Background: an optimization exercise with open tools, aiming at small area. Do not read the settings as production practice. Function was checked by simulation only, so behaviour that the tests miss may differ from the original. No activity file was given, so power comes from the tool's default toggle rates.

==> design/flow/design.v <==
module uart_frame_top (
  input  logic        clk,
  input  logic        rst,        
  input  logic        key0,       
  input  logic        key1,       
  input  logic        sw0,        
  output logic        uart_tx
);
  logic [1:0] d;       
  logic [2:0] e;       
  logic [4:0] b;       
  logic [4:0] c;       
  logic [5:0] f;       
  logic [3:0] bidx;    
  wire d_wrap  = &d;
  wire e_wrap  = d_wrap & (&e);
  wire tick_ball   = e_wrap & (&b);
  wire tick_ai     = e_wrap & (&c);
  wire tick_paddle = tick_ball | (d == 2'd1 && e == 3'd5 && b == 5'd19);
  wire cap         = (d == 2'd2) && (f == 6'd23);
  always_ff @(posedge clk) begin
    if (rst) begin
      d <= 2'd0; e <= 3'd3; b <= 5'd7; c <= 5'd0; f <= 6'd62; bidx <= 4'd7;
    end else begin
      d <= d + 2'd1;
      if (d_wrap) begin
        e <= (&e) ? 3'd3 : e + 3'd1;
        f <= (&f) ? 6'd13 : f + 6'd1;
      end
      if (e_wrap) begin
        b <= (&b) ? 5'd7 : b + 5'd1;
        c <= c + 5'd1;
      end
      if (cap) bidx <= (&bidx) ? 4'd7 : bidx + 4'd1;
    end
  end
  logic [7:0] lfsr;
  logic       lfsr_fb;
  always_ff @(posedge clk) begin
    if (rst) begin
      lfsr    <= 8'hA5;
      lfsr_fb <= 1'b0;
    end else if (tick_ball) begin
      lfsr_fb <= lfsr[7] ^ lfsr[5] ^ lfsr[4] ^ lfsr[3];
      lfsr    <= {lfsr[6:0], lfsr_fb};
    end
  end
  logic       prev_sw;                
  logic [7:0] p1, p2;
  logic [8:0] bx;
  logic [7:0] by;                      
  logic       vxn, vyn;                
  logic [7:0] score1, score2;
  wire play_en = ~sw0;
  wire release_ev = play_en & prev_sw;
  always_ff @(posedge clk) begin
    if (rst) prev_sw <= 1'b1;
    else     prev_sw <= sw0;
  end
  wire [8:0] dp1 = {1'b0, by} - {1'b0, p1};    
  wire [8:0] dp2 = {1'b0, by} - {1'b0, p2};    
  wire hit1 = ~dp1[8] && dp1[7:0] < 8'd50;
  wire hit2 = ~dp2[8] && dp2[7:0] < 8'd50;
  wire miss_l = vxn & (bx == 9'd0);
  wire miss_r = ~vxn & (bx == 9'd399);
  always_ff @(posedge clk) begin
    if (rst) begin
      score1 <= 0; score2 <= 0;
      bx <= 9'd200; by <= 8'd128;
      vxn <= 1'b0; vyn <= 1'b0;
    end else if (release_ev) begin
      score1 <= 0; score2 <= 0;
      bx <= 9'd200; by <= 8'd128;
      vxn <= 1'b0; vyn <= ~lfsr[0];
    end else if (tick_ball && play_en) begin
      if (miss_l | miss_r) begin
        if (miss_l) score2 <= score2 + 8'd1;
        else        score1 <= score1 + 8'd1;
        bx <= 9'd200; by <= 8'd128;
        vxn <= miss_r; vyn <= ~lfsr[0];
      end else begin
        bx <= vxn ? bx - 9'd1 : bx + 9'd1;
        if (vyn ? (by == 8'd0) : (by == 8'd255))
          vyn <= ~vyn;
        else
          by <= vyn ? by - 8'd1 : by + 8'd1;
        if (vxn && bx == 9'd26 && hit1)
          vxn <= 1'b0;
        if (!vxn && bx >= 9'd373 && hit2)
          vxn <= 1'b1;
      end
    end
  end
  always_ff @(posedge clk) begin
    if (rst) begin
      p1 <= 8'd128;
    end else if (tick_paddle && play_en) begin
      if (~key0 && p1 < 8'd206)
        p1 <= p1 + 8'd1;
      else if (~key1 && p1 != 8'd0)
        p1 <= p1 - 8'd1;
    end
  end
  wire by_gt = ~dp2[8] && dp2[7:0] > 8'd25;    
  wire by_lt = dp2[8] || dp2[7:0] < 8'd25;     
  always_ff @(posedge clk) begin
    if (rst) begin
      p2 <= 8'd128;
    end else if (tick_ai && play_en && lfsr[0] && lfsr[1]) begin
      if (by_gt && p2 < 8'd206)
        p2 <= p2 + 8'd1;
      else if (by_lt && p2 != 8'd0)
        p2 <= p2 - 8'd1;
    end
  end
  logic [7:0] frame_byte;
  always_comb begin
    case (bidx)
      4'd7:    frame_byte = 8'hAA;
      4'd8:    frame_byte = p1;
      4'd9:    frame_byte = p2;
      4'd10:   frame_byte = {7'd0, bx[8]};
      4'd11:   frame_byte = bx[7:0];
      4'd12:   frame_byte = 8'h00;
      4'd13:   frame_byte = by;
      4'd14:   frame_byte = score1;
      default: frame_byte = score2;
    endcase
  end
  logic [7:0] hold;
  always_ff @(posedge clk) begin
    if (rst)      hold[7] <= 1'b1;
    else if (cap) hold[7] <= frame_byte[7];
  end
  always_ff @(posedge clk)
    if (cap) hold[6:0] <= frame_byte[6:0];
  assign uart_tx = f[5] ? hold[f[4:2]] : ~(&f[4:2]);
endmodule
==> design/flow/run.sh <==
#!/bin/bash
# synth_recipe.tcl (not shown) runs the flow's synth.tcl, then flattens the netlist and writes it again
# the make line also repeats each setting of config.mk as NAME=value (left out here)
make -C /OpenROAD-flow-scripts/flow DESIGN_CONFIG=/design/flow/config.mk WORK_HOME=/design/flow/orfs CLKGATE_MAP_FILE= SYNTH_SCRIPT=/design/flow/synth_recipe.tcl finish
==> design/flow/config.mk <==
export PLATFORM = sky130hd
export DESIGN_NAME = uart_frame_top
export DESIGN_NICKNAME = uart_frame_top
export VERILOG_FILES = /design/flow/design.v
export SDC_FILE = /design/flow/constraint.sdc
export NUM_CORES = 4
export LEC_CHECK = 0
export CAP_MARGIN = 20
export CORE_MARGIN = 2
export CORE_UTILIZATION = 40
export SLEW_MARGIN = 20
==> design/flow/constraint.sdc <==
create_clock -name core_clock -period 10.0 [get_ports {clk}]
set_input_delay 2.0000 -clock core_clock [delete_from_list [all_inputs] [get_ports {clk}]]
set_output_delay 2.0000 -clock core_clock [all_outputs]
set_load 0.01 [all_outputs]
==> results.py <==
metrics = {
    "worst_setup_path": {
        "critPathRequiredTime_ns": 10.28,
        "ff2ff_setup_slack_ns": 5.44,
        "reg2reg_to": "p2[7]",
        "reg2regPathDepth": 18,
        "cp_max_fo": 7,
        "endpoint_kind": "register",
        "cp-start-kind": "register",
        "rr_startpoint": "p2[0]",
        "arrival_ns": 4.84,
        "critPathKind": "reg2reg",
    },
    "timing": {
        "tightest_slew_ns": 0.843,
        "relSlewSlack": 0.437,
        "max_freq_ghz": 0.219,
        "timing.final.ws_setup_ns": 5.44,
        "setup_viol": 0,
        "tns_ns": 0,
        "maxSlewViolCount": 0,
        "skew_ns": 0.00671,
        "fin_crit_sh": 0.456,
        "layout_min_cycle_time_ns": 4.56,
        "rsz0062_at_grt": "no",
        "hold_violations": 0,
    },
    "clock_network": {
        "cts-root-buf": "clkbuf_16",
        "htreeDepth": 3,
        "postCtsHoldBufs": 0,
        "post_cts_buffers": 0,
        "cts_buffers": 9,
        "clock_sinks": 94,
        "cts_buffer_depth": 2,
        "cts_resized": 0,
        "clock_latency_ns": 0.35,
        "tritoncts": "built",
        "clkTransAtPathRegs_ns": 0.07,
    },
    "die": {
        "start_util": 0.411,
        "num_rows": 45,
        "ios": 6,
        "die_x_um": 129,
        "die_area_sq_um": 16700,
        "fp.dieH_um": 129,
        "core_area_sq_um": 15300,
    },
    "logic_synthesis": {
        "ys_ff_latch": 94,
        "async_flop_share": 0,
        "ys_seq_area_frac": 0.311,
        "synth_ff_type": "dfxtp_1",
        "syn_area_sq_um": 6270,
        "ys_warn_count": 1,
        "yosys.cell_types.count": 70,
        "syn_avg_cell_area_sq_um": 8.40,
        "syn-num-nets": 815,
        "synth_cells": 747,
        "synth_edf_count": 7,
    },
    "route": {
        "routedWlPerCell_um": 15.8,
        "wirelength_um": 15000,
        "ant_nets": 0,
        "firstDrtPassIters": 6,
        "routed_via_density": 5.66,
        "drcViolationCount": 0,
        "vias": 5374,
        "drt_iter0_markers": 477,
    },
    "hold_path": {
        "min_path_cells": 2,
        "hold_end": "lfsr[3]",
        "hp-start": "lfsr[2]",
        "hold_path_class": "reg2reg",
    },
    "pwr": {
        "power_density_nw_per_um2": 117,
        "swShare": 0.213,
        "pwr-share-seq": 0.482,
        "vdd_ir_drop_max_mv": 0.106,
        "p_leak_nw": 2.67,
        "finalPower_mw": 0.796,
        "pwr-share-clk": 0.484,
        "combPwrFrac": 0.034,
        "power_report.internal_total_mw": 0.626,
        "netSwitchingPower_mw": 0.170,
    },
    "grt": {
        "gr-total-overflow": 0,
        "grtUsageTotal": 0.188,
        "grt_max_degree": 37,
        "grt_first_pass_wirelength_um": 25200,
        "grt_pass1_vias": 5203,
        "antenna_found_initial": 0,
    },
    "place": {
        "io_buffers": 5,
        "gp_congestion": 0.850,
        "place_ws_ns": 5.07,
        "dp.cells": 934,
        "dp_hpwl_um": 10900,
    },
    "layout": {
        "n_antenna_cell": 0,
        "final_util": 0.447,
        "stdcell_count": 950,
        "syn2layout_area_growth_pct": 8.78,
        "fillers": 1436,
        "post_route_cells_drive_above_1_share": 0.0514,
        "nNetsFinal": 802,
    },
    "run_status": {
        "status": "finished clean",
    },
    "job": {
        "max_cap_viol_count": 0,
    },
}
[metal layers]
| metal | GRT usage | routed length (um) |
|---|---|---|
| met1 | 0.243 | 7110 |
| met2 | 0.306 | 6900 |
| met3 | 0.0438 | 626 |
| met4 | 0.0729 | 362 |
| met5 | 0 | 0 |
[flip-flops by register name (all words and copies together) (netlist names)]
name / cells
p1: 8
c: 5
e: 3
score1: 8
d: 2
prev_sw: 1
vxn: 1
hold: 8
bx: 9
score2: 8
lfsr_fb: 1
by: 8
b: 5
p2: 8
f: 6
bidx: 4
vyn: 1
lfsr: 8
[how the worst max path moves through the flow]
stage               depth (start not counted)  endpoint   from  slack, ns
finish                                     18     p2[7]  p2[0]       5.44
global placement                            7     by[7]    rst       5.11
global route                               18     p2[7]  p2[0]       4.91
floorplan                                  20     p2[7]  by[0]       5.93
detailed placement                          7     by[7]    rst       5.07
CTS                                        18     p2[7]  p2[0]       5.44
[layout make-up]
type                       count  area (sq um)  area share
timing repair buffer           8          72.6      0.0106
tap                          211           264      0.0387
clock inverter                 6          90.1      0.0132
multi-input combinational    586          4060       0.596
inverter                      35           131      0.0193
sequential                    94          1950       0.286
clock buffer                  10           250      0.0367
[power by group through the flow]
stage | Combinational, mW | Clock [mW] | Sequential [mW]
after global placement | 0.0258 | 0 | 0.392
after detailed placement | 0.0267 | 0 | 0.392
after global routing | 0.0302 | 0.409 | 0.384
after floorplan | 0.0197 | 0 | 0.391
final | 0.0269 | 0.385 | 0.384
after CTS | 0.0269 | 0.394 | 0.384
[per-stage QoR]
step | cell area (sq um) | hold WS (ns)
floorplan | 6270 | 0.432
global placement | 6480 | 0.441
detailed placement | 6480 | 0.455
CTS | 6820 | 0.459
global route | 6820 | 0.494
finish | 6820 | 0.459
[critical path: stages, from the launching register on]
cell and delay [ns]:
dfxtp_1 0.55, ha_1 0.24, inv_1 0.05, fa_1 0.43
a211oi_2 0.31, o21bai_2 0.18, a2111oi_4 0.39, o311a_1 0.23
o21ai_1 0.10, nand2_1 0.24, ha_1 0.29, a21oi_1 0.14
nor2b_1 0.07, o31a_1 0.24, nor2_1 0.17, o21bai_1 0.08
a21oi_1 0.27, mux2i_4 0.30, mux2i_1 0.19
[logic make-up (layout without fill, tap and decap cells)]
family          count (synthesis)  after routing  share of synthesized area
simple gates                  252            252                      0.191
compound gates                207            207                      0.225
flops                          94             94                      0.311
buf+inv                        67             59                     0.0421
fa+ha+maj                      63             63                      0.133
xor+xnor                       50             50                     0.0698
mux                            14             14                     0.0285
[layout by cell type, fill, tap and decap left out, drive strengths merged, types with 8 or more instances in the layout]
cell    instances
a211oi          8
a21o           15
a21oi          68
a22oi          11
and3           10
clkbuf         10
dfxtp          87
ha             57
inv            37
mux2i          11
nand2          69
nand3          28
nand4          10
nor2           76
nor2b           9
nor3           13
nor4            8
o21ai          36
xnor2          31
xor2           19
[synth_stat cells (6+ instances only)]
cell / count / area (sq um)
nor3_1: 13 / 65.1
dfxtp_1: 87 / 1740
nand2_1: 68 / 255
inv_1: 35 / 131
o21a_1: 6 / 45.0
and3_1: 10 / 62.6
nand2b_1: 6 / 37.5
a22oi_1: 11 / 82.6
fa_1: 6 / 120
a211oi_1: 7 / 52.6
nor4_1: 7 / 43.8
o21ai_1: 8 / 40.0
ha_1: 57 / 713
edfxtp_1: 7 / 210
nand4_1: 10 / 62.6
nor2_1: 75 / 282
nand3_1: 28 / 140
o21ai_0: 28 / 140
or3_1: 7 / 43.8
xor2_1: 19 / 166
a21oi_1: 68 / 340
a222oi_1: 7 / 70.1
clkbuf_1: 24 / 90.1
xnor2_1: 31 / 272
mux2i_1: 10 / 100
nor2b_1: 9 / 56.3
a21o_1: 15 / 113

afterwards: timing with drivers on the ports:
The flow's constraints put no driver on any port. The routed layout listed below was extracted and timed again, unchanged, in two steps. Step 1 (the two cells are an assumption about what drives the block):
set clk [get_ports {clk}]
set_driving_cell -lib_cell sky130_fd_sc_hd__clkbuf_16 $clk
set_driving_cell -lib_cell sky130_fd_sc_hd__buf_2 [delete_from_list [all_inputs] $clk]
Step 2 moves the port delays by t, midway between the first and last clock arrival at a register: inputs arrive t later, outputs are due t later. That takes back most of the time a late clock gives input paths. a / b / c = ideal ports / drivers / drivers and shift; a / b = the first two.
shift t [ns]: 0.387
slack for setup (ns): 5.440 / 5.440 / 5.362
worst hold slack (ns): 0.459 / 0.459 / 0.459
latest minus earliest clock arrival (ns): 0.007 / 0.006
After both steps this run still meets setup and hold. The setup slack of this run moves by 0.000 ns with the drivers and by -0.078 ns with both steps.
